Context: an optimization exercise on an open-source flow, tuned for small area and a short achievable clock period. The choices shown serve that exercise and are no tape-out recipe.
Function was checked by simulation only, so behaviour that the tests miss may differ from the original.
Power figures rest on the tool's default switching activity, not on a simulated workload.

--- flow/run.sh ---
#!/bin/bash
# synth_recipe.tcl (not shown) runs the flow's synth.tcl, then flattens the netlist and writes it again
# the make line also repeats each setting of config.mk as NAME=value (left out here)
make -C /OpenROAD-flow-scripts/flow DESIGN_CONFIG=/design/flow/config.mk WORK_HOME=/design/flow/orfs CLKGATE_MAP_FILE= SYNTH_SCRIPT=/design/flow/synth_recipe.tcl finish
--- flow/design.v ---
module cam_xnor2 (input logic a, b, output logic y);
  assign y = ~(a ^ b);
endmodule
module cam_nand4 (input logic a, b, c, d, output logic y);
  assign y = ~(a & b & c & d);
endmodule
module cam_nand2 (input logic a, b, output logic y);
  assign y = ~(a & b);
endmodule
module cam_nor3 (input logic a, b, c, output logic y);
  assign y = ~(a | b | c);
endmodule
module cam_nor2 (input logic a, b, output logic y);
  assign y = ~(a | b);
endmodule
module cam_or2 (input logic a, b, output logic y);
  assign y = a | b;
endmodule
module cam_hold (input logic q, d, we, we_n, output logic y);
  assign y = (we & d) | (we_n & q);
endmodule
module cam_match (
  input  logic [31:0] entry,
  input  logic        off,
  input  logic [31:0] key,
  output logic        miss
);
  logic [31:0] eq;
  logic [7:0]  ne4;
  logic [3:0]  eq8;
  genvar j;
  generate
    for (j=0; j<32; j++) begin : bit_gen
      cam_xnor2 u_x (.a(entry[j]), .b(key[j]), .y(eq[j]));
    end
    for (j=0; j<8; j++) begin : n4_gen
      cam_nand4 u_n (.a(eq[4*j]), .b(eq[4*j+1]), .c(eq[4*j+2]), .d(eq[4*j+3]), .y(ne4[j]));
    end
    for (j=1; j<4; j++) begin : e8_gen
      cam_nor2 u_e (.a(ne4[2*j]), .b(ne4[2*j+1]), .y(eq8[j]));
    end
  endgenerate
  cam_nor3 u_e0 (.a(ne4[0]), .b(ne4[1]), .c(off), .y(eq8[0]));
  cam_nand4 u_m (.a(eq8[0]), .b(eq8[1]), .c(eq8[2]), .d(eq8[3]), .y(miss));
endmodule
module cam_any16 (
  input  logic [15:0] miss,
  output logic        y
);
  logic [3:0] any4;
  logic [1:0] none8;
  genvar j;
  generate
    for (j=0; j<4; j++) begin : a_gen
      cam_nand4 u_a (.a(miss[4*j]), .b(miss[4*j+1]), .c(miss[4*j+2]), .d(miss[4*j+3]), .y(any4[j]));
    end
    for (j=0; j<2; j++) begin : n_gen
      cam_nor2 u_n (.a(any4[2*j]), .b(any4[2*j+1]), .y(none8[j]));
    end
  endgenerate
  cam_nand2 u_y (.a(none8[0]), .b(none8[1]), .y(y));
endmodule
module cam_any32 (
  input  logic [31:0] miss,
  output logic        y
);
  logic [7:0] any4;
  logic [3:0] none8;
  genvar j;
  generate
    for (j=0; j<8; j++) begin : a_gen
      cam_nand4 u_a (.a(miss[4*j]), .b(miss[4*j+1]), .c(miss[4*j+2]), .d(miss[4*j+3]), .y(any4[j]));
    end
    for (j=0; j<4; j++) begin : n_gen
      cam_nor2 u_n (.a(any4[2*j]), .b(any4[2*j+1]), .y(none8[j]));
    end
  endgenerate
  cam_nand4 u_y (.a(none8[0]), .b(none8[1]), .c(none8[2]), .d(none8[3]), .y(y));
endmodule
module cam_core #(
  parameter DATA_WIDTH = 32,
  parameter ADDR_WIDTH = 5
  ) (
  input  logic                  clk,
  input  logic                  reset,
  input  logic                  cam_we,
  input  logic [ADDR_WIDTH-1:0] cam_addr,
  input  logic [DATA_WIDTH-1:0] cam_data,
  input  logic                  cam_valid,
  input  logic [DATA_WIDTH-1:0] lookup_data,
  output logic [ADDR_WIDTH-1:0] lookup_addr,
  output logic                  lookup_hit
);
  localparam ADDR_DEPTH = 2**ADDR_WIDTH;
  logic [DATA_WIDTH-1:0] lookup_table [ADDR_DEPTH];
  logic [ADDR_DEPTH-1:0] lookup_inval;
  logic [ADDR_DEPTH-1:0] lookup_off;
  logic [ADDR_DEPTH-1:0] lookup_miss;
  logic [ADDR_WIDTH-1:0] lookup_addr_d;
  logic                  lookup_hit_d;
  logic [ADDR_DEPTH-1:0] wsel, wsel_n;
  genvar i, k;
  generate for (i=0; i<ADDR_DEPTH; i++) begin : store_gen
    logic [DATA_WIDTH-1:0] nxt;
    assign wsel[i]   = cam_we & (cam_addr == i);
    assign wsel_n[i] = ~wsel[i];
    for (k=0; k<DATA_WIDTH; k++) begin : bit_gen
      cam_hold u_h (.q(lookup_table[i][k]), .d(cam_data[k]), .we(wsel[i]), .we_n(wsel_n[i]), .y(nxt[k]));
    end
    always_ff @(posedge clk) begin
      lookup_table[i] <= nxt;
    end
  end endgenerate
  always_ff @(posedge clk) begin
    if (reset) begin
      lookup_inval <= '1;
    end else if (cam_we) begin
      lookup_inval[cam_addr] <= ~cam_valid;
    end
  end
  generate for (i=0; i<ADDR_DEPTH; i++) begin : lookup_gen
    cam_or2 u_off (.a(lookup_inval[i]), .b(reset), .y(lookup_off[i]));
    cam_match u_match (
      .entry(lookup_table[i]), .off(lookup_off[i]), .key(lookup_data),
      .miss(lookup_miss[i])
    );
  end endgenerate
  generate for (k=0; k<ADDR_WIDTH; k++) begin : enc_gen
    logic [15:0] sel;
    for (i=0; i<16; i++) begin : sel_gen
      localparam int IDX = ((i >> k) << (k+1)) | (1 << k) | (i & ((1 << k) - 1));
      assign sel[i] = lookup_miss[IDX];
    end
    cam_any16 u_or (.miss(sel), .y(lookup_addr_d[k]));
  end endgenerate
  cam_any32 u_hit (.miss(lookup_miss), .y(lookup_hit_d));
  always_ff @(posedge clk) begin
    lookup_addr <= lookup_addr_d;
    lookup_hit  <= lookup_hit_d;
  end
endmodule
--- flow/config.mk ---
export PLATFORM = sky130hd
export DESIGN_NAME = cam_core
export DESIGN_NICKNAME = cam_core
export VERILOG_FILES = /design/flow/design.v
export SDC_FILE = /design/flow/constraint.sdc
export NUM_CORES = 4
export LEC_CHECK = 0
export CAP_MARGIN = 20
export CORE_MARGIN = 2
export CORE_UTILIZATION = 65
export CTS_CLUSTER_DIAMETER = 80
export CTS_CLUSTER_SIZE = 25
export PLACE_DENSITY = 0.75
export SETUP_SLACK_MARGIN = 1.4
export SLEW_MARGIN = 20
export SYNTH_HIERARCHICAL = 1
--- flow/constraint.sdc ---
create_clock -name core_clock -period 3.2 [get_ports {clk}]
set_input_delay 0.6400 -clock core_clock [delete_from_list [all_inputs] [get_ports {clk}]]
set_output_delay 0.6400 -clock core_clock [all_outputs]
set_load 0.01 [all_outputs]
==> impl_metrics.toml, run 1 <==
[logic_synthesis]
syn_inst = 3834
synth_area_leaders = "dfxtp_1, xnor2_1, a22o_1, nand4_1, nor2_1"
synth_top_area_share_pct = 48.9
synth_nets = 3913
async_flop_share_pct = 0
yosysTopAreaCell = "dfxtp_1"
ys_seq_elements = 1062
synth-edff-count = 0
synth_cell_types = 41
avgSynthCellArea_um2 = 11.3
syn_area_um2 = 43500
synthFlopType = "dfxtp_1"
synth_seq_area_share_pct = 48.9
yosysWarnings = 9

[timing]
slew_headroom_pct = 18.0
finalSetupViolCount = 0
slew_violations = 0
worst_slack_ps = 1190
worst_pin_slew_ps = 1230
fin_crit_sh_pct = 62.7
timing.final.crit_period_ps = 2010
hold_viol = 0
max_freq_ghz = 0.499
fin_tns_setup_ps = 0
rsz0062_at_grt = "true"
clock_skew_ps = 24.2

[worst_setup_path]
crit_arrival_ps = 2460
required_ps = 3650
path_cells = "buf_4 > bufbuf_16 > xnor2_1 > nand4_1 > nor2_1 > buf_4 > nand4_1 > nand4_1 > nor2_1 > nand4_1"
crit_path_top_delay_cell = "bufbuf_16"
worst-path-max-fanout = 16
critical_path.endpoint_type = "flip-flop"
r2r_slack_ps = 1250
cp_common_cell = "nand4_1"
critPathLaunch = "lookup_data[10]"
max_stage_delay_ps = 410
cp-start-kind = "input port"
path_class = "input port to flip-flop"
rr_startpoint = "lookup_table[11][1]$_DFF_P_"

[detailed_routing]
dr.pass1.iters = 6
wl_mm = 168
vias_per_cell = 7.24
ant_nets = 0
wl_per_cell_um = 32.8
drc = 0
drt_iter0_drc = 5612
num_vias = 37013

[clocking]
cts_max_path_buffers = 3
clk_latency_ps = 660
clockRootBuffer = "clkbuf_16"
numCtsBuffers = 50
clock_sinks = 1062
cts_max_level = 2
cts.hold.buffers_added = 0
cts_tree = "yes"
clkTransAtPathRegs_ps = 100

[power_and_ir_drop]
p_per_area_nw_per_um2 = 632
power_leakage_nw = 19.3
p_seq_share_pct = 54.6
pwr-share-clk_pct = 23.1
p_switching_mw = 9.38
internal_power_mw = 22.9
switching_share_pct = 29.0
power_frac_comb_pct = 22.3
ir_drop_v = 0.000542

[grt]
grt_pass1_wl_mm = 236
grt_max_degree = 37
grtUsageTotal_pct = 45.6
grt_pass1_vias = 35540
grt_overflow = 0
grt_antenna_before_repair = 5

[cells_and_area]
layout-drive-gt1-share_pct = 14.1
final_core_util_pct = 77.5
fill_cells = 4193
syn_to_final_growth_pct = 17.7
fin_nets = 4313
instances_no_fill = 5114

[floorplanning]
die_area_um2 = 68900
start_util_pct = 65.9
row_count = 94
die_w_um = 263
dieHeight_um = 263
io_pins = 79
coreArea_um2 = 66000

[run_status]
status = "no timing/DRC/antenna violations"

[place]
dp.cells = 4907
place.gp.congestion = 0.917
numPortBuffers = 78
place_hpwl_mm = 88.5
place_ws_ps = -15.6

[worst_hold_path]
hp-start = "reset"
min_path_type = "input port to flip-flop"

[flow_run]
maxCapViolCount = 0
## layout make-up
| type | count | area [um^2] | area share [%] |
|---|---|---|---|
| multi-input combinational | 2726 | 22800 | 44.7 |
| clock buffer | 56 | 1350 | 2.64 |
| tap | 864 | 1080 | 2.11 |
| timing repair inverter | 20 | 150 | 0.294 |
| clock inverter | 11 | 105 | 0.206 |
| sequential | 1062 | 21300 | 41.6 |
| inverter | 35 | 275 | 0.538 |
| timing repair buffer | 339 | 4050 | 7.93 |
| antenna | 1 | 2.50 | 0.00489 |
## sequential cells by signal, summed over array words and instances, names as in the netlist
register / cells
lookup_table: 1024
lookup_inval: 32
lookup_addr: 5
lookup_hit: 1
## synthesized netlist by cell type (all sizes together) (6+ instances only)
cell and instances:
ha 6, nand3 14, a211oi 6, a221o 16, buf 6, a22o 1024
dfxtp 1062, or2 34, nor2 127, nand4 317, inv 35, nand2 50
clkbuf 9, a211o 8, nor3 46, xnor2 1025
## layout by cell type, fill, tap and decap left out, types with 14 or more instances in the layout
cell type / n
a221o_1: 16
clkinvlp_4: 54
nor3_1: 14
buf_4: 162
dfxtp_1: 1052
buf_12: 54
nand2_1: 19
xnor2_1: 1013
nor3_2: 26
a22o_1: 1024
nand4_1: 317
buf_16: 25
clkbuf_16: 60
nand2_8: 16
nor2_1: 103
or2_1: 32
nor2_2: 16
nand2_4: 15
buf_2: 53
buf_6: 20
## stage by stage
step / instance area (um^2) / power [mW] / hold slack [ps]
3_3_place_gp: 47200 / 23.9 / 445
2_1_floorplan: 44300 / 22.2 / 428
4_1_cts: 50400 / 31.8 / 339
3_5_place_dp: 47200 / 24.3 / 446
5_1_grt: 51100 / 33.3 / 389
6_report: 51100 / 32.3 / 356
## worst paths after layout
| check | to | cells after the start |
|---|---|---|
| hold / removal | lookup_inval[8]$_SDFFE_PP1P_ | 2 |
| hold reg to reg | lookup_inval[22]$_SDFFE_PP1P_ | 1 |
| setup reg to reg | lookup_hit$_DFF_P_ | 8 |
| setup / recovery | lookup_hit$_DFF_P_ | 10 |
## layer usage
layer  share of wire [%]  track usage (%)  up-vias  wire [um]
li1                    -                -    15260          -
met1                  36             59.5    18304      61000
met2                  42             67.1     2791      70400
met3                  15             13.6      650      25000
met4                 6.7             26.8        8      11200
met5               0.062            0.762        -        104
## worst max-delay path: cells and delay by family
kind | cells | cell delay [ps]
XOR/XNOR | 1 | 100
AND/OR/NAND/NOR | 6 | 920
buffers and inverters | 3 | 770
## modules after synthesis, one instance, submodules excluded, a selection
module | cells inside | flops+latches
cam_nor3 | 1 | 0
cam_hold | 1 | 0
cam_nand2 | 1 | 0
cam_nand4 | 1 | 0
cam_nor2 | 1 | 0
cam_core | 1290 | 1062
cam_xnor2 | 1 | 0
cam_or2 | 1 | 0
## cell families after synthesis
group                    synth area share [%]
AO/OA/AOI/OAI                            21.6
XOR/XNOR                                 20.7
adder cells (fa/ha/maj)                 0.173
buffers and inverters                   0.443
flip-flops                               48.9
multiplexers                           0.0921
AND/OR/NAND/NOR                          8.05
## power by group through the flow
stage	logic, mW	registers (mW)	clock network (mW)
5_1_grt	7.53	17.9	7.86
2_1_floorplan	4.77	17.4	0
6_report	7.19	17.6	7.47
3_3_place_gp	6.20	17.7	0
3_5_place_dp	6.51	17.8	0
4_1_cts	6.84	17.6	7.43
## repair_timing
item,in CTS,in global routing
buffers inserted,68,23
setup endpoints to repair,1068,429
resized for setup,160,56
pin swaps,51,23
cloned,37,11
==> run 2: changes to the inputs <==
--- a/flow/design.v
+++ b/flow/design.v
@@ -15,6 +15,15 @@
 endmodule
 module cam_or2 (input logic a, b, output logic y);
   assign y = a | b;
+endmodule
+module cam_and2 (input logic a, b, output logic y);
+  assign y = a & b;
+endmodule
+module cam_dec2 (input logic [1:0] a, output logic [3:0] y);
+  always_comb for (int n=0; n<4; n++) y[n] = (a == n);
+endmodule
+module cam_dec3 (input logic en, input logic [2:0] a, output logic [7:0] y);
+  always_comb for (int n=0; n<8; n++) y[n] = en & (a == n);
 endmodule
 module cam_hold (input logic q, d, we, we_n, output logic y);
   assign y = (we & d) | (we_n & q);
@@ -98,26 +107,32 @@
   logic [ADDR_DEPTH-1:0] lookup_miss;
   logic [ADDR_WIDTH-1:0] lookup_addr_d;
   logic                  lookup_hit_d;
+  logic [3:0] dec_lo;
+  logic [7:0] dec_hi;
   logic [ADDR_DEPTH-1:0] wsel, wsel_n;
+  logic cam_valid_n;
+  cam_dec2 u_dec_lo (.a(cam_addr[1:0]), .y(dec_lo));
+  cam_dec3 u_dec_hi (.en(cam_we), .a(cam_addr[4:2]), .y(dec_hi));
+  assign cam_valid_n = ~cam_valid;
   genvar i, k;
   generate for (i=0; i<ADDR_DEPTH; i++) begin : store_gen
     logic [DATA_WIDTH-1:0] nxt;
-    assign wsel[i]   = cam_we & (cam_addr == i);
-    assign wsel_n[i] = ~wsel[i];
+    logic inval_nxt;
+    cam_and2  u_ws  (.a(dec_lo[i%4]), .b(dec_hi[i/4]), .y(wsel[i]));
+    cam_nand2 u_wsn (.a(dec_lo[i%4]), .b(dec_hi[i/4]), .y(wsel_n[i]));
     for (k=0; k<DATA_WIDTH; k++) begin : bit_gen
       cam_hold u_h (.q(lookup_table[i][k]), .d(cam_data[k]), .we(wsel[i]), .we_n(wsel_n[i]), .y(nxt[k]));
     end
     always_ff @(posedge clk) begin
       lookup_table[i] <= nxt;
     end
+    logic inval_hold;
+    cam_hold u_vh (.q(lookup_inval[i]), .d(cam_valid_n), .we(wsel[i]), .we_n(wsel_n[i]), .y(inval_hold));
+    cam_or2 u_vr (.a(inval_hold), .b(reset), .y(inval_nxt));
+    always_ff @(posedge clk) begin
+      lookup_inval[i] <= inval_nxt;
+    end
   end endgenerate
-  always_ff @(posedge clk) begin
-    if (reset) begin
-      lookup_inval <= '1;
-    end else if (cam_we) begin
-      lookup_inval[cam_addr] <= ~cam_valid;
-    end
-  end
   generate for (i=0; i<ADDR_DEPTH; i++) begin : lookup_gen
     cam_or2 u_off (.a(lookup_inval[i]), .b(reset), .y(lookup_off[i]));
     cam_match u_match (
==> run 2 against run 1 <==
Compared with the run above:
- first-iteration DRC count decreased by 3.3%
- synthesized cell count decreased by 2.3%
- cell count decreased by 0.16%
- non-clock buffer count increased by 99
- largest cell class unchanged
- maximum frequency increased by 7.6%
==> impl_metrics.toml, run 2 <==
[timing]
fin_tns_setup_ps = 0
max_freq_ghz = 0.536
slew_headroom_pct = 17.3
timing.final.crit_period_ps = 1860
slew_violations = 0
rsz0062_at_grt = "true"
worst_pin_slew_ps = 1240
worst_slack_ps = 1340
hold_viol = 0
fin_crit_sh_pct = 58.3
clock_skew_ps = 15.2
finalSetupViolCount = 0

[logic_synthesis]
synth_cell_types = 17
synth_area_leaders = "dfxtp_1, a22o_1, xnor2_1, nand4_1, nor2_1"
synthFlopType = "dfxtp_1"
synth-adder-area-share_pct = 0
ys_seq_elements = 1062
synth_top_area_share_pct = 49.4
synth-simple-area-share_pct = 8.31
syn_inst = 3747
synth_compound_area_share_pct = 21.5
yosysTopAreaCell = "dfxtp_1"
synthTopCellsByCount = "dfxtp_1, a22o_1, xnor2_1"
synth-edff-count = 0
synth_xor_area_share_pct = 20.8
synth_mux_area_share_pct = 0
synth_seq_area_share_pct = 49.4
yosysWarnings = 11
synth_top_family_by_area = "compound AO/OA/AOI/OAI gates"
synth_most_common_cell = "dfxtp_1"
avgSynthCellArea_um2 = 11.5
synth_nets = 3820
async_flop_share_pct = 0
syn_area_um2 = 43100

[worst_setup_path]
r2r_end = "lookup_addr[1]$_DFF_P_"
path_class = "input port to flip-flop"
crit_path_end = "lookup_hit$_DFF_P_"
crit_arrival_ps = 2440
cp-start-kind = "input port"
r2r_slack_ps = 1420
worst-r2r-cell-count = 7
worst-path-max-fanout = 8
critical_path.endpoint_type = "flip-flop"
critPathLaunch = "lookup_data[18]"
rr_startpoint = "lookup_table[26][4]$_DFF_P_"
required_ps = 3780

[run_status]
status = "no timing/DRC/antenna violations"

[grt]
grt_overflow = 0
grt_antenna_before_repair = 1
grt_max_degree = 35
grtUsageTotal_pct = 43.4
grt_pass1_vias = 34398
grt_pass1_wl_mm = 221

[detailed_routing]
ant_nets = 0
wl_mm = 163
drt_iter0_drc = 5426
vias_per_cell = 7.16
wl_per_cell_um = 31.8
drc = 0
num_vias = 36537
dr.pass1.iters = 6

[floorplanning]
die_w_um = 261
row_count = 94
start_util_pct = 65.6
die_area_um2 = 68300
io_pins = 79
coreArea_um2 = 65600
dieHeight_um = 261

[power_and_ir_drop]
ir_drop_v = 0.000537
p_per_area_nw_per_um2 = 633
power_leakage_nw = 19.5

[cells_and_area]
largest_reg_flops = 1024
seq_area_um2 = 21300
fill_cells = 4327
top_regs = "lookup_table (1024), lookup_inval (32), lookup_addr (5)"
syn_to_final_growth_pct = 16.4
largest-register = "lookup_table"
final_area_um2 = 50100
final_cell_mix = "a22o_1, dfxtp_1, xnor2_1"
diodes = 0
layout-drive-gt1-share_pct = 14.5
fin_nets = 4309
multi_input_area_um2 = 22100

[clocking]
clock_sinks = 1062
cts_max_path_buffers = 3
cts_tree = "yes"
cts_max_level = 2
clk_latency_ps = 650
clockRootBuffer = "clkbuf_16"
clkTransAtPathRegs_ps = 100
cts.hold.buffers_added = 0
numCtsBuffers = 48

[place]
place.gp.congestion = 0.927
place_ws_ps = 310
numPortBuffers = 78
place_hpwl_mm = 94.1
placed_cell_area_um2 = 47100

[flow_run]
maxCapViolCount = 0

[worst_hold_path]
min_path_type = "input port to flip-flop"
## run 2: logic make-up after synthesis
group	Yosys count
simple gates	604
flops	1062
compound gates	1056
xor+xnor	1024
buf+inv	1
## run 2: worst min-delay path by stage
stage                                start                           to  slack, ps  cells past startpoint
2_1_floorplan   lookup_table[0][0]$_DFF_P_   lookup_table[0][0]$_DFF_P_        460                      1
3_3_place_gp   lookup_table[31][4]$_DFF_P_  lookup_table[31][4]$_DFF_P_        470                      1
3_5_place_dp   lookup_table[12][1]$_DFF_P_  lookup_table[12][1]$_DFF_P_        470                      1
4_1_cts                        cam_data[1]  lookup_table[24][1]$_DFF_P_        280                      2
5_1_grt                        cam_data[1]  lookup_table[24][1]$_DFF_P_        320                      2
6_report                       cam_data[1]  lookup_table[24][1]$_DFF_P_        330                      2
## run 2: final cells by class
type / instances / share of cell area [%]
Sequential cell: 1062 / 42.4
Timing Repair Buffer: 438 / 8.69
Clock inverter: 2 / 0.0200
Clock buffer: 54 / 2.52
Inverter: 1 / 0.00749
Tap cell: 864 / 2.16
Multi-Input combinational cell: 2685 / 44.2
## run 2: power by group
part / switching (mW) / internal (mW) / leakage [nW] / total [mW]
logic: 3.08 / 4.01 / 9.99 / 7.09
clock network: 4.22 / 2.82 / 0.630 / 7.04
registers: 1.86 / 15.8 / 8.83 / 17.6
total: 9.16 / 22.6 / 19.5 / 31.7
## run 2: routing by layer
| layer | wire length [um] | GRT usage (%) |
|---|---|---|
| met1 | 60800 | 59.5 |
| met2 | 68600 | 64.4 |
| met3 | 22700 | 8.76 |
| met4 | 10500 | 23.7 |
| met5 | 13 | 0 |
## run 2: per-module statistics from Yosys (local to each module, per instance), excerpt
module | flip-flops and latches | copies in the design
cam_nor2 | 0 | 110
cam_dec2 | 0 | 1
cam_xnor2 | 0 | 1024
cam_hold | 0 | 1056
cam_dec3 | 0 | 1
cam_nand2 | 0 | 37
## run 2: through the flow
stage / hold WS, ps / util, % / power [mW] / std cells
floorplan: 461 / - / 22.1 / 3747
global placement: 473 / 71.7 / 23.9 / 4908
detailed placement: 474 / 71.7 / 24.4 / 4908
CTS: 282 / 74.0 / 31.2 / 4976
global route: 321 / 76.4 / 32.7 / 5106
finish: 326 / 76.4 / 31.7 / 5106
## run 2: worst max-delay path, cell delays in order
cell	delay, ps
clkbuf_4	230
buf_16	210
buf_4	170
xnor2_1	110
nand4_1	130
nor2_1	250
nand4_1	160
buf_4	190
nand4_1	150
nor2_4	90
nand4_1	100
## run 2: repair_timing
item	4_1_cts	5_1_grt
gates resized for setup	82	57
buffers inserted	11	119
gates cloned	1	11
setup endpoints to repair	1047	80
pin swaps	15	42
==> run 3: changes to the inputs <==
--- a/flow/config.mk
+++ b/flow/config.mk
@@ -11,6 +11,6 @@
 export CTS_CLUSTER_DIAMETER = 80
 export CTS_CLUSTER_SIZE = 25
 export PLACE_DENSITY = 0.75
-export SETUP_SLACK_MARGIN = 1.4
+export SETUP_SLACK_MARGIN = 1.8
 export SLEW_MARGIN = 20
 export SYNTH_HIERARCHICAL = 1
==> run 3 against run 2 <==
Compared with the run above:
- non-clock buffer count is 69 higher
- critical path depth is 10 lower
- final area grew 5.9%
- synthesized cell count is the same
- die area unchanged
- still clean
==> impl_metrics.toml, run 3 <==
[run_status]
status = "no timing/DRC/antenna violations"

[timing]
max_freq_ghz = 0.555
finalSetupViolCount = 0
fin_tns_setup_ps = 0
slew_headroom_pct = 33.4
worst_slack_ps = 1400
worst_pin_slew_ps = 998
slew_violations = 0
holdWs_ps = 482
timing.final.crit_period_ps = 1800
clock_skew_ps = 32.0
rsz0062_at_grt = "true"
fin_crit_sh_pct = 56.3
hold_viol = 0

[cells_and_area]
syn_to_final_growth_pct = 23.3
largest-register = "lookup_table"
layout-drive-gt1-share_pct = 18.0
top_regs = "lookup_table (1024), lookup_inval (32), lookup_addr (5)"
final_cell_mix = "a22o_1, dfxtp_1, xnor2_1"
largest_reg_flops = 1024
fin_nets = 4398
layout_commonest_cell = "a22o_1"
final_area_um2 = 53100
final_core_util_pct = 80.9

[worst_setup_path]
required_ps = 2560
r2r_slack_ps = 1480
rr_startpoint = "lookup_table[5][5]$_DFF_P_"
path_cells = "buf_6"
critPathTopFamily = "flip-flops"
max_stage_delay_ps = 380
critical_path.endpoint_type = "output pin"
cp_num_buf_inv = 1
worst-r2r-cell-count = 7
worst-path-max-fanout = 1
cp-start-kind = "flip-flop"
crit_path_end = "lookup_addr[2]"
cp.depth = 1
path_class = "flip-flop to output pin"
critPathLaunch = "lookup_addr[2]$_DFF_P_"
r2r_end = "lookup_addr[2]$_DFF_P_"
crit_arrival_ps = 1160
crit_path_top_delay_cell = "dfxtp_4"

[logic_synthesis]
async_flop_share_pct = 0
avgSynthCellArea_um2 = 11.5
ys_seq_elements = 1062
synth-edff-count = 0
syn_area_um2 = 43100
yosysWarnings = 11
synth_top_area_share_pct = 49.4
yosysTopAreaCell = "dfxtp_1"
synthFlopType = "dfxtp_1"
synth_nets = 3820
synth_most_common_cell = "dfxtp_1"
synthTopCellsByCount = "dfxtp_1, a22o_1, xnor2_1"
synth_area_leaders = "dfxtp_1, a22o_1, xnor2_1, nand4_1, nor2_1"
syn_inst = 3747
synth_seq_area_share_pct = 49.4
synth_cell_types = 17

[detailed_routing]
wl_mm = 179
num_vias = 38145
routed.top_layer = "met5"
wl_met1_mm = 62.1
drc = 0
dr_wl_met2_mm = 72.4
wl_met3_mm = 27.4
drt_iter0_drc = 5935
ant_nets = 0
vias_per_cell = 7.34
wl_per_cell_um = 34.5
dr.pass1.iters = 9

[clocking]
clockRootBuffer = "clkbuf_16"
clk_latency_ps = 660
cts_tree = "yes"
cts.hold.buffers_added = 0
clock_sinks = 1062
cts_max_level = 2
numCtsBuffers = 48
clkTransAtPathRegs_ps = 110
cts_max_path_buffers = 3

[grt]
grt_antenna_before_repair = 5
grt_pass1_vias = 36269
grtUsageTotal_pct = 50.2
grt_max_degree = 65
grt_overflow = 0
grt_pass1_wl_mm = 248

[floorplanning]
start_util_pct = 65.6
dieHeight_um = 261
coreArea_um2 = 65600
row_count = 94
die_area_um2 = 68300
io_pins = 79
die_w_um = 261

[place]
place_hpwl_mm = 87.4
placed_cell_area_um2 = 47100
numPortBuffers = 78
place.gp.congestion = 0.935
place_ws_ps = 368

[power_and_ir_drop]
power_leakage_nw = 20.8
p_per_area_nw_per_um2 = 611
ir_drop_v = 0.000480

[worst_hold_path]
hp-start = "cam_data[16]"
min_path_type = "input port to flip-flop"

[flow_run]
maxCapViolCount = 0
-- run 3: cell counts after synthesis --
No cell type changed its count.
-- run 3: worst min path at each step --
stage               slack, ps                            to  cells past startpoint
floorplan                 460    lookup_table[0][0]$_DFF_P_                      1
global placement          470  lookup_table[20][21]$_DFF_P_                      1
detailed placement        470   lookup_table[4][14]$_DFF_P_                      1
CTS                       450  lookup_table[11][16]$_DFF_P_                      2
global route              470  lookup_table[13][16]$_DFF_P_                      2
finish                    480  lookup_table[13][16]$_DFF_P_                      2
-- run 3: cells by family (layout without fill, tap and decap cells) --
group                     Yosys count  after routing  synth area share, %
xor gates and xnor gates         1024           1024                 20.8
other                               0              4                    0
AOI/OAI and AO/OA                1056           1056                 21.5
DFF                              1062           1062                 49.4
and+or+nand+nor                   604            625                 8.31
buffers and inverters               1            564              0.00871
-- run 3: timing repair --
action | CTS | global route
setup endpoints to repair | 1068 | 476
setup buffers | 193 | 20
pin swaps | 108 | 53
gates resized for setup | 276 | 52
cloned | 53 | 8
-- run 3: layout make-up --
type,count,area [um^2]
diodes,4,10.0
clock inverters,1,7.51
inverters,1,3.75
well taps,864,1080
flip-flops and latches,1062,21300
repair buffers,507,6540
fillers,3787,12500
clock buffers,55,1270
multi-input cells,2705,22900
-- run 3: modules after synthesis, one instance, submodules excluded, a selection --
module	cell area, um^2	flip-flops and latches	times used	cells inside
cam_nor2	3.75	0	110	1
cam_dec2	26.3	0	1	4
cam_xnor2	8.76	0	1024	1
cam_nor3	10.0	0	32	1
cam_or2	6.26	0	64	1
cam_nand4	6.26	0	317	1
cam_and2	6.26	0	32	1
-- run 3: where the power goes --
part / leakage, nW / internal (mW) / total [mW] / switching, mW
sequential: 8.84 / 15.8 / 17.7 / 1.93
combinational: 11.4 / 4.34 / 7.67 / 3.33
clock: 0.623 / 2.82 / 7.08 / 4.26
total: 20.8 / 22.9 / 32.4 / 9.52
-- run 3: metrics by stage --
stage | total power [mW] | cells
CTS | 31.8 | 5167
detailed placement | 24.4 | 4865
floorplan | 22.2 | 3747
finish | 32.4 | 5199
global placement | 23.9 | 4865
global route | 33.3 | 5195
-- run 3: per-layer routing --
metal	global-route usage, %	vias up
li1	-	15380
met1	62.4	18609
met2	71.1	3226
met3	16.8	926
met4	40.2	4
met5	0	-
==> run 4: changes to the inputs <==
--- a/flow/config.mk
+++ b/flow/config.mk
@@ -11,6 +11,7 @@
 export CTS_CLUSTER_DIAMETER = 80
 export CTS_CLUSTER_SIZE = 25
 export PLACE_DENSITY = 0.75
-export SETUP_SLACK_MARGIN = 1.8
+export SETUP_SLACK_MARGIN = 1.5
 export SLEW_MARGIN = 20
 export SYNTH_HIERARCHICAL = 1
+export TNS_END_PERCENT = 5
==> run 4 against run 3 <==
Compared with the run above:
- hold slack improved by 0.84 ps
- sequential power hardly changed
- critical path depth is 8 higher
==> impl_metrics.toml, run 4 <==
[cells_and_area]
layout_commonest_cell = "a22o_1"
fill_cells = 4250
largest_reg_flops = 1024
largest-register = "lookup_table"
fin_nets = 4287
instances_no_fill = 5088
top_regs = "lookup_table (1024), lookup_inval (32), lookup_addr (5)"
layout-drive-gt1-share_pct = 14.7
final_cell_mix = "a22o_1, dfxtp_1, xnor2_1"
syn_to_final_growth_pct = 18.1

[worst_setup_path]
path_cells = "buf_4 > bufbuf_16 > xnor2_1 > nand4_1 > nor2_1 > nand4_1 > nand4_1 > nor2_1 > nand2_2"
max_stage_delay_ps = 370
crit_path_top_delay_cell = "bufbuf_16"
critical_path.endpoint_type = "flip-flop"
r2r_slack_ps = 1320
required_ps = 3770
worst-r2r-cell-count = 8
path_class = "input port to flip-flop"
rr_startpoint = "lookup_table[7][3]$_DFF_P_"
cp_num_buf_inv = 2
critPathTopFamily = "simple AND/OR/NAND/NOR gates"
crit_arrival_ps = 2460
cp_common_cell = "nand4_1"
cp-start-kind = "input port"
r2r_end = "lookup_addr[0]$_DFF_P_"
worst-path-max-fanout = 6

[logic_synthesis]
synth_compound_area_share_pct = 21.5
synth_seq_area_share_pct = 49.4
synth_top_area_share_pct = 49.4
syn_area_um2 = 43100
synth_area_leaders = "dfxtp_1, a22o_1, xnor2_1, nand4_1, nor2_1"
synthFlopType = "dfxtp_1"
ys_seq_elements = 1062
avgSynthCellArea_um2 = 11.5
synth-edff-count = 0
synthTopCellsByCount = "dfxtp_1, a22o_1, xnor2_1"
async_flop_share_pct = 0
yosysWarnings = 11
synth_most_common_cell = "dfxtp_1"
synth_xor_area_share_pct = 20.8
synth-adder-area-share_pct = 0
synth_top_family_by_area = "compound AO/OA/AOI/OAI gates"
synth_mux_area_share_pct = 0
yosysTopAreaCell = "dfxtp_1"
synth_nets = 3820
synth-simple-area-share_pct = 8.31
synth_cell_types = 17
syn_inst = 3747

[timing]
hold_viol = 0
slew_headroom_pct = 40.1
fin_tns_setup_ps = 0
finalSetupViolCount = 0
slew_violations = 0
max_freq_ghz = 0.531
rsz0062_at_grt = "true"
worst_pin_slew_ps = 899
holdWs_ps = 482
clock_skew_ps = 14.2
fin_crit_sh_pct = 58.8
timing.final.crit_period_ps = 1880

[power_and_ir_drop]
ir_drop_v = 0.000511
p_switching_mw = 9.36
pwr-share-clk_pct = 22.4
switching_share_pct = 29.1
internal_power_mw = 22.8
p_seq_share_pct = 54.9
p_per_area_nw_per_um2 = 633
power_frac_comb_pct = 22.6
power_leakage_nw = 19.7

[detailed_routing]
dr.pass1.iters = 9
wl_mm = 168
wl_per_cell_um = 33.1
num_vias = 36467
vias_per_cell = 7.17
drc = 0
drt_iter0_drc = 5567
ant_nets = 0

[grt]
grt_max_degree = 35
grt_overflow = 0
grt_antenna_before_repair = 2
grt_pass1_vias = 34216
grtUsageTotal_pct = 46.1
grt_pass1_wl_mm = 230

[worst_hold_path]
hp-start = "reset"
holdPathEnd = "lookup_inval[27]$_DFF_P_"
min_path_type = "input port to flip-flop"
whs_path_depth = 3

[floorplanning]
dieHeight_um = 261
row_count = 94
io_pins = 79
die_area_um2 = 68300
coreArea_um2 = 65600
start_util_pct = 65.6
die_w_um = 261

[clocking]
numCtsBuffers = 49
cts_max_path_buffers = 3
cts_max_level = 2
clockRootBuffer = "clkbuf_16"
clkTransAtPathRegs_ps = 100
cts.hold.buffers_added = 0
clock_sinks = 1062
cts_tree = "yes"
clk_latency_ps = 660

[run_status]
status = "no timing/DRC/antenna violations"

[place]
numPortBuffers = 78
place.gp.congestion = 0.919
place_hpwl_mm = 91.0
dp.cells = 4894

[flow_run]
maxCapViolCount = 0
run 4: cell counts after synthesis:
No cell type changed its count.
run 4: power groups by stage:
stage / Combinational, mW / Clock [mW] / Sequential [mW]
detailed placement: 6.50 / 0 / 17.9
floorplan: 4.66 / 0 / 17.4
global placement: 6.19 / 0 / 17.7
global route: 7.61 / 7.57 / 17.9
CTS: 6.83 / 7.15 / 17.6
finish: 7.28 / 7.21 / 17.7
run 4: worst max-delay path by stage:
| stage | from | to | slack [ps] | depth (start not counted) |
|---|---|---|---|---|
| after floorplan | cam_addr[3] | lookup_inval[1]$_DFF_P_ | 1130 | 4 |
| after global placement | cam_addr[1] | lookup_table[6][18]$_DFF_P_ | 420 | 5 |
| after detailed placement | cam_addr[1] | lookup_table[6][9]$_DFF_P_ | 330 | 5 |
| after CTS | lookup_addr[1]$_DFF_P_ | lookup_addr[1] | 1380 | 1 |
| after global routing | lookup_data[7] | lookup_addr[0]$_DFF_P_ | 1320 | 11 |
| final | lookup_data[16] | lookup_addr[0]$_DFF_P_ | 1320 | 9 |
run 4: area by class of cell:
class | instances | area, um^2 | share of cell area, %
Clock inverter | 6 | 68.8 | 0.135
Multi-Input combinational cell | 2684 | 22300 | 43.9
Timing Repair Buffer | 416 | 4840 | 9.52
Sequential cell | 1062 | 21300 | 41.9
Tap cell | 864 | 1080 | 2.13
Antenna cell | 3 | 7.51 | 0.0148
Clock buffer | 52 | 1260 | 2.47
Inverter | 1 | 6.26 | 0.0123
run 4: logic make-up after synthesis:
| family | count (synthesis) |
|---|---|
| DFF | 1062 |
| buffers and inverters | 1 |
| AOI/OAI and AO/OA | 1056 |
| xor gates and xnor gates | 1024 |
| and+or+nand+nor | 604 |
run 4: repair_timing:
item,in CTS,in global routing
setup buffers,48,61
cloned,17,7
resized for setup,114,94
endpoints found under the hold margin,0,0
pin swaps,41,54
endpoints found under the setup margin,1065,275
run 4: metal layers:
layer	vias up	part of all wire [%]	routed length, um	GRT usage (%)
met3	661	14	24200	13.3
li1	15118	-	-	-
met1	17934	36	61300	60.5
met2	2752	41	69200	66.4
met4	2	8.1	13500	30.0
met5	-	0.0048	8	0
run 4: Yosys stat by module, one instance, submodules excluded, excerpt:
module     cells inside  times used  cell area, um^2
cam_nand4             1         317             6.26
cam_nor3              1          32             10.0
cam_nand2             1          37             3.75
cam_core           1063           1            21300
cam_and2              1          32             6.26
cam_dec3              8           1             96.3
cam_hold              1        1056             8.76
cam_or2               1          64             6.26
run 4: stage by stage:
step                      power, mW  utilization [%]  worst slack, ps  area, um^2
final                          32.2             77.5             1320       50800
after global routing           33.1             77.5             1320       50800
after CTS                      31.6             75.7             1380       49700
after detailed placement       24.4             71.7              326       47100
after global placement         23.9             71.7              415       47100
after floorplan                22.1                -             1130       43200
run 4: worst register-to-register path: stages (launching register included):
cell and delay [ps]:
dfxtp_4 400, xnor2_4 280, nand4_1 240, nor3_2 210
nand4_1 120, buf_6 160, nand4_1 190, nor2_2 80
nand2_2 130
==> run 5: changes to the inputs <==
--- a/flow/config.mk
+++ b/flow/config.mk
@@ -7,11 +7,10 @@
 export LEC_CHECK = 0
 export CAP_MARGIN = 20
 export CORE_MARGIN = 2
-export CORE_UTILIZATION = 65
+export CORE_UTILIZATION = 75
 export CTS_CLUSTER_DIAMETER = 80
 export CTS_CLUSTER_SIZE = 25
-export PLACE_DENSITY = 0.75
-export SETUP_SLACK_MARGIN = 1.5
+export PLACE_DENSITY = 0.85
+export SETUP_SLACK_MARGIN = 1.4
 export SLEW_MARGIN = 20
 export SYNTH_HIERARCHICAL = 1
-export TNS_END_PERCENT = 5
==> run 5 against run 4 <==
Compared with the run above:
- power shrank 0.88%
- core utilization is 9.8 points higher
- combinational power is 2% lower
- register-to-register slack about the same
- sequential share of layout area is 1.2 points higher
- maximum frequency fell by 4.5%
- worst setup slack worse by 88 ps
- die area is 13% lower
- non-clock buffer count fell by 61
- routed wire length down 4.4%
- clock skew increased by 0.62 ps
- hold slack got worse by 88 ps
- critical path type unchanged
==> impl_metrics.toml, run 5 <==
[grt]
grt_max_degree = 34
grt_antenna_before_repair = 1
grt_overflow = 0
grt_pass1_vias = 36028
grtUsageTotal_pct = 48.6
grt_pass1_wl_mm = 219

[timing]
slew_headroom_pct = 7.05
timing.final.crit_period_ps = 1970
clock_skew_ps = 14.8
fin_crit_sh_pct = 61.6
fin_tns_setup_ps = 0
max_freq_ghz = 0.507
hold_viol = 0
worst_pin_slew_ps = 1390
rsz0062_at_grt = "true"
finalSetupViolCount = 0
slew_violations = 0

[logic_synthesis]
async_flop_share_pct = 0
synth_nets = 3820
syn_area_um2 = 43100
avgSynthCellArea_um2 = 11.5
synth_area_leaders = "dfxtp_1, a22o_1, xnor2_1, nand4_1, nor2_1"
synth-edff-count = 0
synthTopCellsByCount = "dfxtp_1, a22o_1, xnor2_1"
synth_most_common_cell = "dfxtp_1"
yosysWarnings = 11
synthFlopType = "dfxtp_1"
ys_seq_elements = 1062
synth_seq_area_share_pct = 49.4
synth_top_area_share_pct = 49.4
yosysTopAreaCell = "dfxtp_1"
syn_inst = 3747
synth_cell_types = 17

[run_status]
status = "no timing/DRC/antenna violations"

[detailed_routing]
wl_per_cell_um = 32.7
vias_per_cell = 7.61
num_vias = 37412
ant_nets = 0
drc = 0
dr.pass1.iters = 9
wl_mm = 161
drt_iter0_drc = 6428

[cells_and_area]
largest-register = "lookup_table"
layout-drive-gt1-share_pct = 12.7
fin_nets = 4226
layout_commonest_cell = "dfxtp_1"
instances_no_fill = 4913
fill_cells = 2776
syn_to_final_growth_pct = 14.7
top_regs = "lookup_table (1024), lookup_inval (32), lookup_addr (5)"
final_cell_mix = "dfxtp_1, a22o_1, xnor2_1"
largest_reg_flops = 1024
seq_area_um2 = 21300
multi_input_area_um2 = 22200

[worst_setup_path]
path_class = "input port to flip-flop"
critical_path.endpoint_type = "flip-flop"
cp_common_cell = "nand4_1"
cp_num_buf_inv = 3
crit_path_top_delay_cell = "nand4_1"
crit_arrival_ps = 2560
path_cells = "clkbuf_4 > buf_16 > buf_12 > xnor2_1 > nand4_1 > nor2_1 > nand4_1 > nand4_1 > nor2_4 > nand2_1"
required_ps = 3790
critPathTopFamily = "simple AND/OR/NAND/NOR gates"
cp-start-kind = "input port"
max_stage_delay_ps = 380
worst-path-max-fanout = 15

[floorplanning]
io_pins = 79
die_area_um2 = 59300
row_count = 87
start_util_pct = 76.1
coreArea_um2 = 56600
dieHeight_um = 244
die_w_um = 244

[clocking]
clock_sinks = 1062
numCtsBuffers = 48
cts.hold.buffers_added = 0
clk_latency_ps = 640
cts_max_path_buffers = 3
cts_max_level = 2
clkTransAtPathRegs_ps = 100
cts_tree = "yes"
clockRootBuffer = "clkbuf_16"

[power_and_ir_drop]
ir_drop_v = 0.000556
power_leakage_nw = 19.0
p_per_area_nw_per_um2 = 645

[flow_run]
maxCapViolCount = 0

[place]
dp.cells = 4737
numPortBuffers = 78
place.gp.congestion = 0.894
place_hpwl_mm = 84.1

[worst_hold_path]
min_path_type = "input port to flip-flop"
## run 5: per-module statistics from Yosys (local to each module, per instance), a selection
module	cell area (um^2)	flops+latches	times used
cam_hold	8.76	0	1056
cam_nor3	10.0	0	32
cam_nand2	3.75	0	37
cam_and2	6.26	0	32
cam_xnor2	8.76	0	1024
cam_nor2	3.75	0	110
cam_core	21300	1062	1
cam_dec2	26.3	0	1
cam_or2	6.26	0	64
cam_nand4	6.26	0	317
cam_dec3	96.3	0	1
## run 5: logic make-up after synthesis
logic type      count (synthesis)  synth area share [%]
compound gates               1056                  21.5
buf+inv                         1               0.00871
simple gates                  604                  8.31
flops                        1062                  49.4
xor+xnor                     1024                  20.8
## run 5: repair_timing
action / CTS / global route
buffers inserted: 29 / 73
cloned: 6 / 13
endpoints found under the setup margin: 986 / 107
resized for setup: 70 / 74
pin swaps: 14 / 55
## run 5: layout make-up
cell class / count / area share, %
Multi-Input combinational cell: 2685 / 44.8
Sequential cell: 1062 / 43.1
Tap cell: 756 / 1.91
Inverter: 1 / 0.0152
Clock inverter: 2 / 0.0785
Antenna cell: 2 / 0.0101
Clock buffer: 50 / 2.49
Timing Repair Buffer: 355 / 7.59
## run 5: path summary, 6_finish.rpt
path | from | endpoint | slack (ps) | cells past startpoint
worst max-delay path | lookup_data[27] | lookup_addr[1]$_DFF_P_ | 1230 | 10
worst min-delay path | cam_data[6] | lookup_table[26][6]$_DFF_P_ | 390 | 2
worst max register to register | lookup_table[22][7]$_DFF_P_ | lookup_addr[1]$_DFF_P_ | 1330 | 7
worst min register to register | lookup_table[28][30]$_DFF_P_ | lookup_table[28][30]$_DFF_P_ | 500 | 1
## run 5: per-stage QoR
| step | hold WS (ps) | utilization, % | area (um^2) | total power [mW] | setup slack [ps] |
|---|---|---|---|---|---|
| 2_1_floorplan | 461 | - | 43200 | 22.1 | 1130 |
| 3_3_place_gp | 473 | 81.9 | 46400 | 23.7 | 341 |
| 3_5_place_dp | 474 | 81.9 | 46400 | 24.3 | 240 |
| 4_1_cts | 381 | 85.1 | 48200 | 31.1 | 1290 |
| 5_1_grt | 376 | 87.3 | 49400 | 32.7 | 1240 |
| 6_report | 395 | 87.3 | 49400 | 31.9 | 1230 |
## run 5: where the power goes
part	total [mW]	switching, mW	internal, mW
logic	7.15	3.21	3.95
clock network	7.02	4.18	2.84
registers	17.7	1.95	15.8
## run 5: worst register-to-register path: cells and delay by family (launching register included)
| kind | cells | cell delay, ps |
|---|---|---|
| simple gates | 6 | 1270 |
| xor+xnor | 1 | 160 |
| flops | 1 | 390 |
## run 5: metal layers
metal / vias to the layer above / GRT usage, % / share of wire, %
met5: - / 0.899 / 0.017
met4: 2 / 29.4 / 7.9
met3: 943 / 15.6 / 17
met2: 3443 / 71.3 / 41
met1: 18041 / 62.6 / 34
li1: 14983 / - / -
==> run 6: changes to the inputs <==
==> flow/config.mk (replaced) <==
export PLATFORM = sky130hd
export DESIGN_NAME = cam_core
export DESIGN_NICKNAME = cam_core
export VERILOG_FILES = /design/flow/design.v
export SDC_FILE = /design/flow/constraint.sdc
export NUM_CORES = 4
export LEC_CHECK = 0
export CAP_MARGIN = 5
export CORE_MARGIN = 2
export CORE_UTILIZATION = 65
export CTS_CLUSTER_DIAMETER = 80
export CTS_CLUSTER_SIZE = 25
export PLACE_DENSITY = 0.75
export SETUP_SLACK_MARGIN = 1.4
export SLEW_MARGIN = 5
export SYNTH_HIERARCHICAL = 1
==> run 6 against run 5 <==
Compared with the run above:
- hold slack worse by 69 ps
- global-route usage down 5.2 points
- register-to-register slack improved by 90 ps
==> impl_metrics.toml, run 6 <==
[run_status]
status = "no timing/DRC/antenna violations"

[logic_synthesis]
synthFlopType = "dfxtp_1"
synth_cell_types = 17
async_flop_share_pct = 0
ys_seq_elements = 1062
synth_top_area_share_pct = 49.4
synth_area_leaders = "dfxtp_1, a22o_1, xnor2_1, nand4_1, nor2_1"
yosysWarnings = 11
synthTopCellsByCount = "dfxtp_1, a22o_1, xnor2_1"
syn_inst = 3747
yosysTopAreaCell = "dfxtp_1"
synth_most_common_cell = "dfxtp_1"
syn_area_um2 = 43100
synth-edff-count = 0
avgSynthCellArea_um2 = 11.5
synth_nets = 3820
synth_seq_area_share_pct = 49.4

[worst_hold_path]
min_path_type = "input port to flip-flop"
hp-start = "cam_data[1]"

[clocking]
numCtsBuffers = 48
cts_tree = "yes"
clock_sinks = 1062
clkTransAtPathRegs_ps = 100
clockRootBuffer = "clkbuf_16"
cts_max_path_buffers = 3
cts_max_level = 2
clk_latency_ps = 650
cts.hold.buffers_added = 0

[timing]
timing.final.crit_period_ps = 1860
slew_headroom_pct = 17.3
finalSetupViolCount = 0
fin_crit_sh_pct = 58.3
slew_violations = 0
clock_skew_ps = 15.2
max_freq_ghz = 0.536
rsz0062_at_grt = "true"
fin_tns_setup_ps = 0
hold_viol = 0
worst_pin_slew_ps = 1240

[worst_setup_path]
crit_arrival_ps = 2440
critical_path.endpoint_type = "flip-flop"
path_class = "input port to flip-flop"
critPathLaunch = "lookup_data[18]"
worst-path-max-fanout = 8
required_ps = 3780
rr_startpoint = "lookup_table[26][4]$_DFF_P_"
cp-start-kind = "input port"

[cells_and_area]
final_cell_mix = "a22o_1, dfxtp_1, xnor2_1"
instances_no_fill = 5106
largest-register = "lookup_table"
top_regs = "lookup_table (1024), lookup_inval (32), lookup_addr (5)"
fin_nets = 4309
syn_to_final_growth_pct = 16.4
diodes = 0
layout-drive-gt1-share_pct = 14.5
largest_reg_flops = 1024

[floorplanning]
die_w_um = 261
die_area_um2 = 68300
coreArea_um2 = 65600
row_count = 94
dieHeight_um = 261
start_util_pct = 65.6
io_pins = 79

[power_and_ir_drop]
ir_drop_v = 0.000537
power_leakage_nw = 19.5
p_per_area_nw_per_um2 = 633

[grt]
grt_pass1_wl_mm = 221
grt_pass1_vias = 34398
grt_antenna_before_repair = 1
grtUsageTotal_pct = 43.4
grt_overflow = 0
grt_max_degree = 35

[place]
place.gp.congestion = 0.927
place_hpwl_mm = 94.1
numPortBuffers = 78
dp.cells = 4908

[detailed_routing]
wl_met3_mm = 22.7
wl_per_cell_um = 31.8
dr.pass1.iters = 6
wl_met1_mm = 60.8
routed.top_layer = "met5"
vias_per_cell = 7.16
ant_nets = 0
drc = 0
wl_mm = 163
num_vias = 36537
dr_wl_met2_mm = 68.6
drt_iter0_drc = 5426

[flow_run]
maxCapViolCount = 0
## run 6: layout make-up
class,count,area (um^2)
inverters,1,3.75
fillers,4327,15500
flip-flops and latches,1062,21300
well taps,864,1080
multi-input cells,2685,22100
repair buffers,438,4360
clock inverters,2,10.0
clock buffers,54,1260
## run 6: critical path, cell delays in order
cell	delay (ps)
clkbuf_4	230
buf_16	210
buf_4	170
xnor2_1	110
nand4_1	130
nor2_1	250
nand4_1	160
buf_4	190
nand4_1	150
nor2_4	90
nand4_1	100
## run 6: timing repair
action                                 4_1_cts  5_1_grt
endpoints found under the hold margin        0        0
setup buffers                               11      119
pin swaps                                   15       42
gates resized for setup                     82       57
setup endpoints to repair                 1047       80
cloned                                       1       11
## run 6: power by group
group,internal (mW),leakage (nW),switching [mW]
clock,2.82,0.630,4.22
sequential,15.8,8.83,1.86
combinational,4.01,9.99,3.08
total,22.6,19.5,9.16
## run 6: cells by family after synthesis
family          count (synthesis)  synth area share (%)
compound gates               1056                  21.5
xor+xnor                     1024                  20.8
buf+inv                         1               0.00871
flops                        1062                  49.4
simple gates                  604                  8.31
## run 6: final timing paths
kind / end / slack (ps) / depth (start not counted)
setup / recovery: lookup_hit$_DFF_P_ / 1340 / 11
hold / removal: lookup_table[24][1]$_DFF_P_ / 330 / 2
setup reg to reg: lookup_addr[1]$_DFF_P_ / 1420 / 7
hold reg to reg: lookup_table[26][7]$_DFF_P_ / 490 / 1
## run 6: stage by stage
| stage | area (um^2) | power [mW] | util (%) | setup WS, ps | hold slack, ps |
|---|---|---|---|---|---|
| after global routing | 50100 | 32.7 | 76.4 | 1360 | 321 |
| after global placement | 47100 | 23.9 | 71.7 | 360 | 473 |
| after detailed placement | 47100 | 24.4 | 71.7 | 310 | 474 |
| final | 50100 | 31.7 | 76.4 | 1340 | 326 |
| after floorplan | 43200 | 22.1 | - | 1130 | 461 |
| after CTS | 48600 | 31.2 | 74.0 | 1360 | 282 |
## run 6: per-layer routing
metal  vias up  track usage [%]
met5         -                0
li1      15143                -
met4         2             23.7
met2      2650             64.4
met3       568             8.76
met1     18174             59.5
## run 6: modules after synthesis (local to each module, per instance), excerpt
module,cells inside,copies in the design,flip-flops and latches,cell area [um^2]
cam_dec3,8,1,0,96.3
cam_hold,1,1056,0,8.76
cam_and2,1,32,0,6.26
cam_nor3,1,32,0,10.0
cam_nor2,1,110,0,3.75
cam_nand2,1,37,0,3.75
cam_nand4,1,317,0,6.26
cam_xnor2,1,1024,0,8.76
cam_dec2,4,1,0,26.3
==> run 7: changes to the inputs <==
==> flow/config.mk (replaced) <==
export PLATFORM = sky130hd
export DESIGN_NAME = cam_core
export DESIGN_NICKNAME = cam_core
export VERILOG_FILES = /design/flow/design.v
export SDC_FILE = /design/flow/constraint.sdc
export NUM_CORES = 4
export LEC_CHECK = 0
export CAP_MARGIN = 20
export CORE_MARGIN = 2
export CORE_UTILIZATION = 65
export CTS_CLUSTER_DIAMETER = 80
export CTS_CLUSTER_SIZE = 25
export PLACE_DENSITY = 0.75
export SETUP_SLACK_MARGIN = 1.6
export SLEW_MARGIN = 20
export SYNTH_HIERARCHICAL = 1
==> run 7 against run 6 <==
Compared with the run above:
- still clean on timing, DRC and antenna
- core utilization rose by 3.1 points
- non-clock buffer count rose by 39
- synthesized area did not move
- largest power group unchanged
- critical endpoint unchanged
- sequential share of layout area fell by 1.6 points
- routed wire length rose by 5.9%
- clock power rose by 5.0%
- combinational power rose by 6.5%
==> impl_metrics.toml, run 7 <==
[run_status]
status = "no timing/DRC/antenna violations"

[logic_synthesis]
synth-simple-area-share_pct = 8.31
synth-adder-area-share_pct = 0
yosysTopAreaCell = "dfxtp_1"
synthTopCellsByCount = "dfxtp_1, a22o_1, xnor2_1"
synth_xor_area_share_pct = 20.8
synthFlopType = "dfxtp_1"
avgSynthCellArea_um2 = 11.5
synth-edff-count = 0
synth_cell_types = 17
synth_nets = 3820
synth_most_common_cell = "dfxtp_1"
synth_area_leaders = "dfxtp_1, a22o_1, xnor2_1, nand4_1, nor2_1"
yosysWarnings = 11
synth_top_family_by_area = "compound AO/OA/AOI/OAI gates"
syn_inst = 3747
synth_mux_area_share_pct = 0
ys_seq_elements = 1062
synth_top_area_share_pct = 49.4
async_flop_share_pct = 0
synth_seq_area_share_pct = 49.4
syn_area_um2 = 43100
synth_compound_area_share_pct = 21.5

[clocking]
clock_sinks = 1062
clk_latency_ps = 660
cts.hold.buffers_added = 0
cts_tree = "yes"
cts_max_level = 2
numCtsBuffers = 49
clockRootBuffer = "clkbuf_16"
cts_max_path_buffers = 3
clkTransAtPathRegs_ps = 110

[worst_setup_path]
path_class = "flip-flop to flip-flop"
critical_path.endpoint_type = "flip-flop"
required_ps = 3780
cp-start-kind = "flip-flop"
crit_arrival_ps = 2400
rr_startpoint = "lookup_table[0][1]$_DFF_P_"
r2r_slack_ps = 1380
worst-path-max-fanout = 2
r2r_end = "lookup_hit$_DFF_P_"
cp_common_cell = "nand4_1"
worst-r2r-cell-count = 7
path_cells = "xnor2_1 > nand4_1 > nor3_4 > nand4_1 > nand4_1 > nor2_4 > nand4_1"
max_stage_delay_ps = 340
crit_path_top_delay_cell = "dfxtp_2"

[power_and_ir_drop]
power_leakage_nw = 20.4
switching_share_pct = 29.1
ir_drop_v = 0.000508
p_seq_share_pct = 54.2
p_per_area_nw_per_um2 = 625
p_switching_mw = 9.50
power_frac_comb_pct = 23.1
internal_power_mw = 23.1
pwr-share-clk_pct = 22.7

[flow_run]
maxCapViolCount = 0

[grt]
grt_max_degree = 34
grt_pass1_vias = 35209
grtUsageTotal_pct = 47.0
grt_antenna_before_repair = 5
grt_pass1_wl_mm = 235
grt_overflow = 0

[detailed_routing]
wl_per_cell_um = 33.4
drt_iter0_drc = 5856
wl_mm = 172
vias_per_cell = 7.24
drc = 0
ant_nets = 0
num_vias = 37305
dr.pass1.iters = 6

[cells_and_area]
fill_cells = 4040
final_cell_mix = "a22o_1, dfxtp_1, xnor2_1"
syn_to_final_growth_pct = 21.2
largest-register = "lookup_table"
fin_nets = 4351
final_core_util_pct = 79.5
top_regs = "lookup_table (1024), lookup_inval (32), lookup_addr (5)"
layout-drive-gt1-share_pct = 17.2
layout_commonest_cell = "a22o_1"
largest_reg_flops = 1024
diodes = 0
instances_no_fill = 5150

[worst_hold_path]
whs_path_depth = 2
holdPathEnd = "lookup_table[3][16]$_DFF_P_"
min_path_type = "input port to flip-flop"
hp-start = "cam_data[16]"

[place]
place.gp.congestion = 0.922
dp.cells = 4880
place_hpwl_mm = 90.3
place_ws_ps = 354
numPortBuffers = 78

[timing]
holdWs_ps = 266
timing.final.crit_period_ps = 1820
finalSetupViolCount = 0
fin_tns_setup_ps = 0
hold_viol = 0
slew_headroom_pct = 36.9
slew_violations = 0
clock_skew_ps = 23.9
worst_pin_slew_ps = 946
max_freq_ghz = 0.550
fin_crit_sh_pct = 56.8
rsz0062_at_grt = "true"
worst_slack_ps = 1380

[floorplanning]
start_util_pct = 65.6
die_w_um = 261
row_count = 94
coreArea_um2 = 65600
io_pins = 79
die_area_um2 = 68300
dieHeight_um = 261
-- run 7: changes by cell type in the layout (fill, tap and decap cells not counted), sizes merged, moves of 2 or more --
cell / before / now
clkbuf: 73 / 65
and2: 33 / 35
bufbuf: 0 / 8
dlygate4sd2: 4 / 0
bufinv: 0 / 3
buf: 414 / 454
-- run 7: metal layers --
metal | share of wire (%) | vias to the layer above | global-route usage, %
met2 | 41 | 2960 | 67.5
li1 | - | 15264 | -
met3 | 15 | 758 | 13.3
met5 | 0.031 | - | 0
met4 | 8.1 | 8 | 33.9
met1 | 36 | 18315 | 60.7
-- run 7: through the flow --
stage	power [mW]	cell area (um^2)
2_1_floorplan	22.1	43300
3_3_place_gp	23.9	47000
3_5_place_dp	24.3	47000
4_1_cts	31.9	50800
5_1_grt	33.5	52200
6_report	32.6	52200
-- run 7: worst max path at each step --
| stage | startpoint | to | cells past startpoint |
|---|---|---|---|
| floorplan | cam_addr[3] | lookup_inval[1]$_DFF_P_ | 4 |
| global placement | lookup_data[19] | lookup_addr[0]$_DFF_P_ | 9 |
| detailed placement | lookup_data[19] | lookup_hit$_DFF_P_ | 9 |
| CTS | lookup_hit$_DFF_P_ | lookup_hit | 1 |
| global route | lookup_data[11] | lookup_addr[4]$_DFF_P_ | 10 |
| finish | lookup_table[0][1]$_DFF_P_ | lookup_hit$_DFF_P_ | 7 |
-- run 7: cells by family after synthesis --
logic type / count (synthesis)
buffers and inverters: 1
xor gates and xnor gates: 1024
AOI/OAI and AO/OA: 1056
DFF: 1062
and+or+nand+nor: 604
-- run 7: critical path: cells and delay by family (launching register included) --
| family | cells | cell delay, ps |
|---|---|---|
| xor gates and xnor gates | 1 | 180 |
| DFF | 1 | 340 |
| and+or+nand+nor | 6 | 1200 |
-- run 7: power by group through the flow --
stage	Combinational, mW	Sequential (mW)	Clock (mW)
floorplan	4.67	17.4	0
global placement	6.21	17.7	0
detailed placement	6.49	17.8	0
CTS	6.99	17.6	7.29
global route	7.86	17.9	7.75
finish	7.55	17.7	7.39
-- run 7: what timing repair did --
item / in CTS / in global routing
setup endpoints to repair: 1068 / 14
pin swaps: 80 / 86
endpoints found under the hold margin: 0 / 0
setup buffers: 103 / 69
gates cloned: 29 / 10
gates resized for setup: 219 / 110
-- run 7: final cells by class --
| cell class | count | area (um^2) | share of cell area (%) |
|---|---|---|---|
| clock inverter | 7 | 120 | 0.230 |
| timing repair buffer | 477 | 5830 | 11.2 |
| inverter | 1 | 6.26 | 0.0120 |
| tap | 864 | 1080 | 2.07 |
| sequential | 1062 | 21300 | 40.8 |
| clock buffer | 52 | 1260 | 2.41 |
| multi-input combinational | 2687 | 22600 | 43.3 |
-- run 7: Yosys stat by module, one instance, submodules excluded, a selection --
| module | cells inside | flip-flops and latches | area [um^2] | times used |
|---|---|---|---|---|
| cam_nand2 | 1 | 0 | 3.75 | 37 |
| cam_nand4 | 1 | 0 | 6.26 | 317 |
| cam_hold | 1 | 0 | 8.76 | 1056 |
| cam_or2 | 1 | 0 | 6.26 | 64 |
| cam_nor3 | 1 | 0 | 10.0 | 32 |
| cam_nor2 | 1 | 0 | 3.75 | 110 |
| cam_core | 1063 | 1062 | 21300 | 1 |
| cam_dec3 | 8 | 0 | 96.3 | 1 |
| cam_dec2 | 4 | 0 | 26.3 | 1 |
| cam_xnor2 | 1 | 0 | 8.76 | 1024 |
| cam_and2 | 1 | 0 | 6.26 | 32 |
==> run 8: changes to the inputs <==
--- a/flow/config.mk
+++ b/flow/config.mk
@@ -11,6 +11,6 @@
 export CTS_CLUSTER_DIAMETER = 80
 export CTS_CLUSTER_SIZE = 25
 export PLACE_DENSITY = 0.75
-export SETUP_SLACK_MARGIN = 1.6
+export SETUP_SLACK_MARGIN = 1.3
 export SLEW_MARGIN = 20
 export SYNTH_HIERARCHICAL = 1
==> run 8 against run 7 <==
Compared with the run above:
- register-to-register slack improved by 50 ps
- maximum frequency is 5.1% lower
- critical path type is now input port to flip-flop
- sequential cell count stayed put
- still clean on timing, DRC and antenna
==> impl_metrics.toml, run 8 <==
[detailed_routing]
ant_nets = 0
dr.pass1.iters = 6
drt_iter0_drc = 4827
vias_per_cell = 7.03
num_vias = 35268
wl_per_cell_um = 30.3
wl_mm = 152
drc = 0

[logic_synthesis]
synth-adder-area-share_pct = 0
synth_mux_area_share_pct = 0
yosysWarnings = 11
synth_top_area_share_pct = 49.4
synth-edff-count = 0
syn_area_um2 = 43100
yosysTopAreaCell = "dfxtp_1"
synth_top_family_by_area = "compound AO/OA/AOI/OAI gates"
synth_nets = 3820
synthFlopType = "dfxtp_1"
synth_area_leaders = "dfxtp_1, a22o_1, xnor2_1, nand4_1, nor2_1"
synth-simple-area-share_pct = 8.31
synthTopCellsByCount = "dfxtp_1, a22o_1, xnor2_1"
synth_cell_types = 17
syn_inst = 3747
synth_seq_area_share_pct = 49.4
synth_most_common_cell = "dfxtp_1"
synth_compound_area_share_pct = 21.5
async_flop_share_pct = 0
ys_seq_elements = 1062
synth_xor_area_share_pct = 20.8
avgSynthCellArea_um2 = 11.5

[place]
place.gp.congestion = 0.906
numPortBuffers = 78
dp.cells = 4879
place_hpwl_mm = 87.4

[floorplanning]
die_w_um = 261
die_area_um2 = 68300
coreArea_um2 = 65600
dieHeight_um = 261
row_count = 94
start_util_pct = 65.6
io_pins = 79

[power_and_ir_drop]
ir_drop_v = 0.000549
p_switching_mw = 8.98
power_frac_comb_pct = 21.6
p_seq_share_pct = 55.9
internal_power_mw = 22.5
switching_share_pct = 28.5
pwr-share-clk_pct = 22.5
power.total_mw = 31.5
power_leakage_nw = 18.8
p_per_area_nw_per_um2 = 640

[worst_setup_path]
critical_path.endpoint_type = "flip-flop"
worst-path-max-fanout = 8
cp-start-kind = "input port"
required_ps = 3780
crit_arrival_ps = 2500
path_class = "input port to flip-flop"

[cells_and_area]
diodes = 0
instances_no_fill = 5019
largest-register = "lookup_table"
syn_to_final_growth_pct = 14.3
layout_commonest_cell = "dfxtp_1"
layout-drive-gt1-share_pct = 12.3
fin_nets = 4220
fill_cells = 4416
largest_reg_flops = 1024
seq_area_um2 = 21300
multi_input_area_um2 = 22000
top_regs = "lookup_table (1024), lookup_inval (32), lookup_addr (5)"
final_cell_mix = "dfxtp_1, a22o_1, xnor2_1"

[grt]
grt_overflow = 0
grt_pass1_vias = 33687
grt_antenna_before_repair = 1
grt_pass1_wl_mm = 213
grt_max_degree = 34
grtUsageTotal_pct = 41.8

[clocking]
clockRootBuffer = "clkbuf_16"
clock_sinks = 1062
clk_latency_ps = 640
cts_max_path_buffers = 3
numCtsBuffers = 49
cts_max_level = 2
cts_tree = "yes"
clkTransAtPathRegs_ps = 100

[timing]
hold_viol = 0
slew_headroom_pct = 20.0
worst_pin_slew_ps = 1200
slew_violations = 0
fin_tns_setup_ps = 0
holdWs_ps = 327
fin_crit_sh_pct = 59.9
finalSetupViolCount = 0
rsz0062_at_grt = "true"
timing.final.crit_period_ps = 1920
max_freq_ghz = 0.522
clock_skew_ps = 21.3

[worst_hold_path]
min_path_type = "input port to flip-flop"

[flow_run]
maxCapViolCount = 0

[run_status]
status = "no timing/DRC/antenna violations"
-- run 8: per-stage QoR --
| step | area (um^2) | setup WS (ps) | util, % |
|---|---|---|---|
| floorplan | 43200 | 1130 | - |
| global placement | 46900 | 396 | 71.5 |
| detailed placement | 46900 | 403 | 71.5 |
| CTS | 48400 | 1230 | 73.8 |
| global route | 49200 | 1260 | 75.0 |
| finish | 49200 | 1280 | 75.0 |
-- run 8: worst paths after layout --
kind | slack, ps | end | depth (start not counted) | startpoint
setup / recovery | 1280 | lookup_addr[0]$_DFF_P_ | 10 | lookup_data[5]
hold / removal | 330 | lookup_table[24][5]$_DFF_P_ | 2 | cam_data[5]
setup reg to reg | 1430 | lookup_addr[0]$_DFF_P_ | 7 | lookup_table[5][18]$_DFF_P_
hold reg to reg | 500 | lookup_table[10][30]$_DFF_P_ | 1 | lookup_table[10][30]$_DFF_P_
-- run 8: layout make-up --
type | instances | area share, %
inverters | 1 | 0.00763
multi-input cells | 2684 | 44.7
clock buffers | 53 | 2.56
repair buffers | 349 | 7.19
clock inverters | 6 | 0.0915
well taps | 864 | 2.20
flip-flops and latches | 1062 | 43.2
-- run 8: what timing repair did --
action | CTS | global route
endpoints found under the setup margin | 725 | 614
hold buffers | 0 | 0
setup buffers | 18 | 58
gates resized for setup | 46 | 41
pin swaps | 3 | 39
cloned | 0 | 5
-- run 8: worst max-delay path, cell delays in order --
cell and delay, ps:
buf_4 180, buf_16 170, buf_16 210, xnor2_1 140, nand4_1 140, nor3_2 200, nand4_1 250, nand4_1 320
nor2_2 100, nand2_1 120
-- run 8: power groups by stage --
stage          combinational, mW  clock, mW  sequential [mW]
2_1_floorplan               4.66          0             17.4
3_3_place_gp                6.11          0             17.7
3_5_place_dp                6.43          0             17.8
4_1_cts                     6.52       7.05             17.6
5_1_grt                     7.18       7.47             17.9
6_report                    6.80       7.07             17.6
-- run 8: cell families after synthesis --
group | Yosys count
simple gates | 604
compound gates | 1056
flops | 1062
buf+inv | 1
xor+xnor | 1024
-- run 8: metal layers --
layer  wire, um  part of all wire (%)  vias to the layer above  GRT usage [%]
met3      19000                    12                      499           8.54
li1           -                     -                    14972              -
met5          0                     0                        -              0
met1      58500                    39                    17454           56.3
met4       8800                   5.8                        0           21.0
met2      65600                    43                     2343           63.9
-- run 8: Yosys stat by module, one instance, submodules excluded, excerpt --
module     cells  flops+latches
cam_and2       1              0
cam_core    1063           1062
cam_dec2       4              0
cam_dec3       8              0
cam_hold       1              0
cam_nand2      1              0
cam_nand4      1              0
cam_nor2       1              0
cam_nor3       1              0
cam_or2        1              0
cam_xnor2      1              0

## what the ideal ports hide
Ports are ideal in the flow. The routed layouts listed here were re-timed in OpenROAD. Step 1 sets driving cells, clkbuf_16 on the clock port and buf_2 on the other inputs (assumed; they add their load-dependent delay and slew). Step 2 also shifts input and output timing later by t, the mid clock arrival at the registers, as if the neighbouring blocks saw the same clock. Slacks: ideal ports / drivers / drivers and shift; pairs: ideal ports / drivers.
run | t, ns | setup slack, ns | hold slack, ns | worst setup path after step 2 | worst data-port slew with drivers (ns)
run 1 | 0.718 | 1.195 / 1.228 / 0.509 | 0.356 / 0.342 / 0.475 | input to register | 0.06
run 2 | 0.704 | 1.336 / 1.334 / 0.669 | 0.326 / 0.283 / 0.490 | input to register | 0.06
run 3 | 0.716 | 1.398 / 1.329 / 0.664 | 0.482 / 0.444 / 0.498 | input to register | 0.16
run 4 | 0.722 | 1.317 / 1.323 / 0.633 | 0.482 / 0.433 / 0.487 | input to register | 0.07
run 5 | 0.707 | 1.230 / 1.271 / 0.564 | 0.395 / 0.354 / 0.500 | input to register | 0.06
run 6 | 0.704 | 1.336 / 1.334 / 0.669 | 0.326 / 0.283 / 0.490 | input to register | 0.06
run 7 | 0.714 | 1.382 / 1.346 / 0.676 | 0.266 / 0.233 / 0.484 | input to register | 0.11
run 8 | 0.702 | 1.284 / 1.256 / 0.621 | 0.327 / 0.297 / 0.499 | input to register | 0.05
After both steps setup and hold are still met in every run listed. For run 3, which loses most, drivers alone change the setup slack by -0.069 ns; drivers and shift together by -0.734 ns.
